This is an optimization exercise on Yosys and OpenROAD, whose aim is small area and a short achievable clock period, not a production implementation. Where RTL was checked, it was by simulation tests only, not by an equivalence proof against the original. No activity file was given, so power comes from the tool's default toggle rates.

Design tinyalu, start of the top module:
module tinyalu (
	input  [7:0]  A,
	input  [7:0]  B,
	input  [2:0]  op,
	input         clk,
	input         reset_n,
	input         start,
	output        done,
	output [15:0] result
);
wire is_mult = (op == OP_MULT);
wire is_add  = (op == OP_ADD);
wire is_and  = (op == OP_AND);
wire is_xor  = (op == OP_XOR);
reg  [8:0] r_q;
reg        d_q;
wire       r_add = reset_n & is_add;
wire       r_and = reset_n & is_and;
wire       r_xor = reset_n & is_xor;
wire [8:0] sum;
alu_add u_add (.A(A), .B(B), .sum(sum));
wire [8:0] r_d   = ({9{r_add}} & sum) | ({9{r_and}} & {1'b0, A & B}) | ({9{r_xor}} & {1'b0, A ^ B});
always @(posedge clk) begin
	if (!reset_n || is_add || is_and || is_xor)
		r_q <= r_d;
	d_q <= reset_n & start & (is_add | is_and | is_xor);
end
wire        en_m = start & is_mult;
reg  [7:0]  a_q, b_q;
reg  [15-1:0] s_q;
reg  [14-1:0] c_q;
reg  [15:0] m2_q, m_q;
reg  [2:0]  p_q;
reg         v_q;
reg         ci_q;
	wire pp0_0 = a_q[0] & b_q[0];
	wire pp0_1 = a_q[0] & b_q[1];
	wire pp0_2 = a_q[0] & b_q[2];
	wire pp0_3 = a_q[0] & b_q[3];
	wire pp0_4 = a_q[0] & b_q[4];
	wire pp0_5 = a_q[0] & b_q[5];
	wire pp0_6 = a_q[0] & b_q[6];
  ...
For scale: roughly 91 flip-flops, roughly 5500 um^2 of cells after synthesis.
export LEC_CHECK = 0
export CAP_MARGIN = 20
export CORE_MARGIN = 2
export CORE_UTILIZATION = 40
export CTS_BUF_LIST = sky130_fd_sc_hd__clkbuf_8
export SETUP_SLACK_MARGIN = 1.7
export SLEW_MARGIN = 20
export SYNTH_HIERARCHICAL = 1
create_clock -name core_clock -period 4.2 [get_ports {clk}]
standard.sh (not shown) runs the stock make flow with config.mk's settings and CLKGATE_MAP_FILE= SYNTH_SCRIPT=/design/flow/synth_recipe.tcl, a recipe that flattens the netlist after the stock synthesis.
==> flow/flow/run.sh <==
#!/bin/bash
# Layout flow: the standard flow (standard.sh, ORFS) with these changes only:
#  - the ports are buffered with sky130_fd_sc_hd__buf_1 (BUFFER_PORTS_ARGS);
#  - synthesis does not extract full/half adders into fa/ha cells (ADDER_MAP_FILE
#    empty), so ABC maps the adders;
#  - ABC maps module alu_add with ORFS's speed script and the rest of the design
#    with flow/abc_area_d.script (delay-oriented mapping with area recovery).
# Synthesis is otherwise the standard flow's own script (synth_recipe.tcl: synth -nofsm -noshare,
# flatten, rename), so the registers are the standard synthesis's.
set -euo pipefail
W=$PWD
F=$W/flow
python3 $F/patch_synth.py "$FLOW_HOME/scripts/synth.tcl" $W/synth_my.tcl > patch.log 2>&1
sed "s#^source \$::env(SCRIPTS_DIR)/synth.tcl#source $W/synth_my.tcl#" synth_recipe.tcl > synth_recipe_my.tcl
grep -q "^source $W/synth_my.tcl" synth_recipe_my.tcl
sed "s#SYNTH_SCRIPT=[^ ]*synth_recipe.tcl#SYNTH_SCRIPT=$W/synth_recipe_my.tcl#" standard.sh > standard_my.sh
grep -q "SYNTH_SCRIPT=$W/synth_recipe_my.tcl" standard_my.sh
export BUFFER_PORTS_ARGS="-buffer_cell sky130_fd_sc_hd__buf_1"
export ADDER_MAP_FILE=
export MY_ABC_SCRIPT=$F/abc_area_d.script
export MY_ABC_SPEED_MODULES=alu_add
bash standard_my.sh > standard.log 2>&1
==> flow/flow/abc_area_d.script <==
strash
&get -n
&fraig -x
&put
scorr
dc2
dretime
strash
&get -n
&dch -f
&nf {D}
&put
buffer -c
topo
stime -c
upsize -c {D}
dnsize -c {D}
==> flow/flow/patch_synth.py <==
#!/usr/bin/env python3
"""Write a copy of ORFS's synth.tcl (argv[1]) to argv[2] in which the ABC mapping
step maps the modules in MY_ABC_SPEED_MODULES with ORFS's own script and the rest
with the script MY_ABC_SCRIPT. Nothing else in synthesis changes."""
import sys
src = open(sys.argv[1]).read()
old = "  log_cmd abc {*}$abc_args\n"
new = """  if { [info exists ::env(MY_ABC_SPEED_MODULES)] } {
    foreach m $::env(MY_ABC_SPEED_MODULES) { log_cmd abc {*}$abc_args $m }
  }
  log_cmd abc {*}[lreplace $abc_args 1 1 $::env(MY_ABC_SCRIPT)]
"""
assert src.count(old) == 1, "abc call not found in synth.tcl"
open(sys.argv[2], "w").write(src.replace(old, new))
The starting point ran to the end with no violations.
Rerun with:
--- a/flow/design.v
+++ b/flow/design.v
@@ -27,13 +27,13 @@
 		r_q <= r_d;
 	d_q <= reset_n & start & (is_add | is_and | is_xor);
 end
 wire        en_m = start & is_mult;
 reg  [7:0]  a_q, b_q;
 reg  [15-1:0] s_q;
-reg  [14-1:0] c_q;
+reg  [9-1:0] c_q;
 reg  [15:0] m2_q, m_q;
 reg  [2:0]  p_q;
 reg         v_q;
 reg         ci_q;
 	wire pp0_0 = a_q[0] & b_q[0];
 	wire pp0_1 = a_q[0] & b_q[1];
@@ -180,16 +180,26 @@
 	wire fs79 = fs57 ^ fc38 ^ fc56;
 	wire fc80 = (fs57 & fc38) | (fs57 & fc56) | (fc38 & fc56);
 	wire fs81 = fs59 ^ fc40 ^ fc58;
 	wire fc82 = (fs59 & fc40) | (fs59 & fc58) | (fc40 & fc58);
 	wire fs83 = pp6_7 ^ pp7_6 ^ fc60;
 	wire fc84 = (pp6_7 & pp7_6) | (pp6_7 & fc60) | (pp7_6 & fc60);
-	wire [15-1:0] s_d = {pp7_7, fs83, fs81, fs79, fs77, fs75, fs73, fs71, fs69, fs67, fs65, fs63, hs61, pp0_1, pp0_0};
-	wire [14-1:0] c_d = {fc84, fc82, fc80, fc78, fc76, fc74, fc72, fc70, fc68, fc66, fc64, hc62, pp2_0, pp1_0};
-	wire ci_d = 1'b0;
-	wire [15:0] prod = s_q + ({c_q, 1'b0} << (1 - 1)) + ({15'd0, ci_q} << 1);
+	wire hs85 = pp0_1 ^ pp1_0;
+	wire hc86 = pp0_1 & pp1_0;
+	wire fs87 = hs61 ^ pp2_0 ^ hc86;
+	wire fc88 = (hs61 & pp2_0) | (hs61 & hc86) | (pp2_0 & hc86);
+	wire fs89 = fs63 ^ hc62 ^ fc88;
+	wire fc90 = (fs63 & hc62) | (fs63 & fc88) | (hc62 & fc88);
+	wire fs91 = fs65 ^ fc64 ^ fc90;
+	wire fc92 = (fs65 & fc64) | (fs65 & fc90) | (fc64 & fc90);
+	wire fs93 = fs67 ^ fc66 ^ fc92;
+	wire fc94 = (fs67 & fc66) | (fs67 & fc92) | (fc66 & fc92);
+	wire [15-1:0] s_d = {pp7_7, fs83, fs81, fs79, fs77, fs75, fs73, fs71, fs69, fs93, fs91, fs89, fs87, hs85, pp0_0};
+	wire [9-1:0] c_d = {fc84, fc82, fc80, fc78, fc76, fc74, fc72, fc70, fc68};
+	wire ci_d = fc94;
+	wire [15:0] prod = s_q + ({c_q, 1'b0} << (6 - 1)) + ({15'd0, ci_q} << 6);
 always @(posedge clk) begin
 	if (en_m) begin
 		a_q  <= A;
 		b_q  <= B;
 		s_q  <= s_d;
 		c_q  <= c_d;
The new run completed with no timing, DRC or antenna violations.
Routed wire length goes up by a little under a tenth.
Area after synthesis goes down by a few percent.
Utilization went up by 0.41 points.
Count of clock-buffer cells in the layout does not change.
Combinational power goes up by roughly a tenth.
Sequential share of layout area drops by 1.9 points.
The RTL of the second run of this note was laid out without a check of its function.

Another version of the RTL of tinyalu (not shown whole).
For scale: about 580 cells after synthesis, ~39 I/O pins.
clock: 4.2 ns
lec_check: 0
cap_margin: 20
core_margin: 2
core_utilization: 40
cts_buf_list: sky130_fd_sc_hd__clkbuf_8
setup_slack_margin: 1.7
slew_margin: 20
synth_hierarchical: 1
==> flow/flow/run.sh <==
#!/bin/bash
# Standard layout, except: ports buffered with buf_1, and full adders left to ABC
# (no extract_fa into sky130 fa/ha cells).
export BUFFER_PORTS_ARGS="-buffer_cell sky130_fd_sc_hd__buf_1"
export ADDER_MAP_FILE=
bash standard.sh > standard.log 2>&1
The baseline finished with timing, DRC and antenna clean.
Then changed:
--- a/flow/design.v
+++ b/flow/design.v
@@ -16,24 +16,23 @@
 wire is_xor  = (op == OP_XOR);
 reg  [8:0] r_q;
 reg        d_q;
 wire       r_add = reset_n & is_add;
 wire       r_and = reset_n & is_and;
 wire       r_xor = reset_n & is_xor;
-wire [8:0] sum;
-alu_add u_add (.A(A), .B(B), .sum(sum));
-wire [8:0] r_d   = ({9{r_add}} & sum) | ({9{r_and}} & {1'b0, A & B}) | ({9{r_xor}} & {1'b0, A ^ B});
+wire [8:0] r_d;
+alu u_alu (.A(A), .B(B), .r_add(r_add), .r_and(r_and), .r_xor(r_xor), .r_d(r_d));
 always @(posedge clk) begin
 	if (!reset_n || is_add || is_and || is_xor)
 		r_q <= r_d;
 	d_q <= reset_n & start & (is_add | is_and | is_xor);
 end
 wire        en_m = start & is_mult;
 reg  [7:0]  a_q, b_q;
 reg  [15-1:0] s_q;
-reg  [7-1:0] c_q;
+reg  [14-1:0] c_q;
 reg  [15:0] m2_q, m_q;
 reg  [2:0]  p_q;
 reg         v_q;
 reg         ci_q;
 	wire pp0_0 = a_q[0] & b_q[0];
 	wire pp0_1 = a_q[0] & b_q[1];
@@ -180,30 +179,16 @@
 	wire fs79 = fs57 ^ fc38 ^ fc56;
 	wire fc80 = (fs57 & fc38) | (fs57 & fc56) | (fc38 & fc56);
 	wire fs81 = fs59 ^ fc40 ^ fc58;
 	wire fc82 = (fs59 & fc40) | (fs59 & fc58) | (fc40 & fc58);
 	wire fs83 = pp6_7 ^ pp7_6 ^ fc60;
 	wire fc84 = (pp6_7 & pp7_6) | (pp6_7 & fc60) | (pp7_6 & fc60);
-	wire hs85 = pp0_1 ^ pp1_0;
-	wire hc86 = pp0_1 & pp1_0;
-	wire fs87 = hs61 ^ pp2_0 ^ hc86;
-	wire fc88 = (hs61 & pp2_0) | (hs61 & hc86) | (pp2_0 & hc86);
-	wire fs89 = fs63 ^ hc62 ^ fc88;
-	wire fc90 = (fs63 & hc62) | (fs63 & fc88) | (hc62 & fc88);
-	wire fs91 = fs65 ^ fc64 ^ fc90;
-	wire fc92 = (fs65 & fc64) | (fs65 & fc90) | (fc64 & fc90);
-	wire fs93 = fs67 ^ fc66 ^ fc92;
-	wire fc94 = (fs67 & fc66) | (fs67 & fc92) | (fc66 & fc92);
-	wire fs95 = fs69 ^ fc68 ^ fc94;
-	wire fc96 = (fs69 & fc68) | (fs69 & fc94) | (fc68 & fc94);
-	wire fs97 = fs71 ^ fc70 ^ fc96;
-	wire fc98 = (fs71 & fc70) | (fs71 & fc96) | (fc70 & fc96);
-	wire [15-1:0] s_d = {pp7_7, fs83, fs81, fs79, fs77, fs75, fs73, fs97, fs95, fs93, fs91, fs89, fs87, hs85, pp0_0};
-	wire [7-1:0] c_d = {fc84, fc82, fc80, fc78, fc76, fc74, fc72};
-	wire ci_d = fc98;
-	wire [15:0] prod = s_q + ({c_q, 1'b0} << (8 - 1)) + ({15'd0, ci_q} << 8);
+	wire [15-1:0] s_d = {pp7_7, fs83, fs81, fs79, fs77, fs75, fs73, fs71, fs69, fs67, fs65, fs63, hs61, pp0_1, pp0_0};
+	wire [14-1:0] c_d = {fc84, fc82, fc80, fc78, fc76, fc74, fc72, fc70, fc68, fc66, fc64, hc62, pp2_0, pp1_0};
+	wire ci_d = 1'b0;
+	wire [15:0] prod = s_q + ({c_q, 1'b0} << (1 - 1)) + ({15'd0, ci_q} << 1);
 always @(posedge clk) begin
 	if (en_m) begin
 		a_q  <= A;
 		b_q  <= B;
 		s_q  <= s_d;
 		c_q  <= c_d;
@@ -222,13 +207,17 @@
 	end
 end
 wire sel_m = is_mult & v_q;
 assign done   = is_mult ? p_q[2] : d_q;
 assign result = ({16{sel_m}} & m_q) | ({16{~is_mult}} & {7'd0, r_q});
 endmodule
-module alu_add (
+module alu (
 	input  [7:0] A,
 	input  [7:0] B,
-	output [8:0] sum
+	input        r_add,
+	input        r_and,
+	input        r_xor,
+	output [8:0] r_d
 );
-assign sum = A + B;
+wire [8:0] sum = A + B;
+assign r_d = ({9{r_add}} & sum) | ({9{r_and}} & {1'b0, A & B}) | ({9{r_xor}} & {1'b0, A ^ B});
 endmodule
The new run produced a clean layout.
Design area came out lower by a few percent.
Clock-buffer cell count came out lower by 2.
Routed wire length shrinks by about a fifth.
Worst setup slack improves by 330 ps.
Clock skew climbs by 5.6 ps.
Via count shrinks by roughly a tenth.
Power went down by a few percent.
Fmax rises by roughly a tenth.
Area after synthesis goes up by a few percent.
Sequential power goes up by a few percent.
No run of this note included a check of the RTL's function; only the layout flow was run.

static timing again, ports no longer ideal:
No port has a modelled driver above. Below, the same layouts with a new extraction and two added sets of constraints. Step 1: set_driving_cell puts a clkbuf_16 on clk and a buf_2 on each other input, an assumption about the parent block. Step 2 also shifts input and output timing later by t, the mid clock arrival at the registers, as if the neighbouring blocks saw the same clock. Three values: no drivers, after step 1, after step 2; two values: the first two.
run	t, ns	setup WS [ns]	cell pins on the clock port's net
the first run of note 1	0.390	1.725 / 1.686 / 1.502	1
the second run of note 1	0.375	1.645 / 1.601 / 1.428	1
the first run of note 2	0.398	1.290 / 1.290 / 1.290	1
the second run of note 2	0.397	1.616 / 1.573 / 1.461	1
After both steps every run listed still meets setup and hold. For the first run of note 1, which loses most, drivers alone change the setup slack by -0.039 ns; drivers and shift together by -0.223 ns.
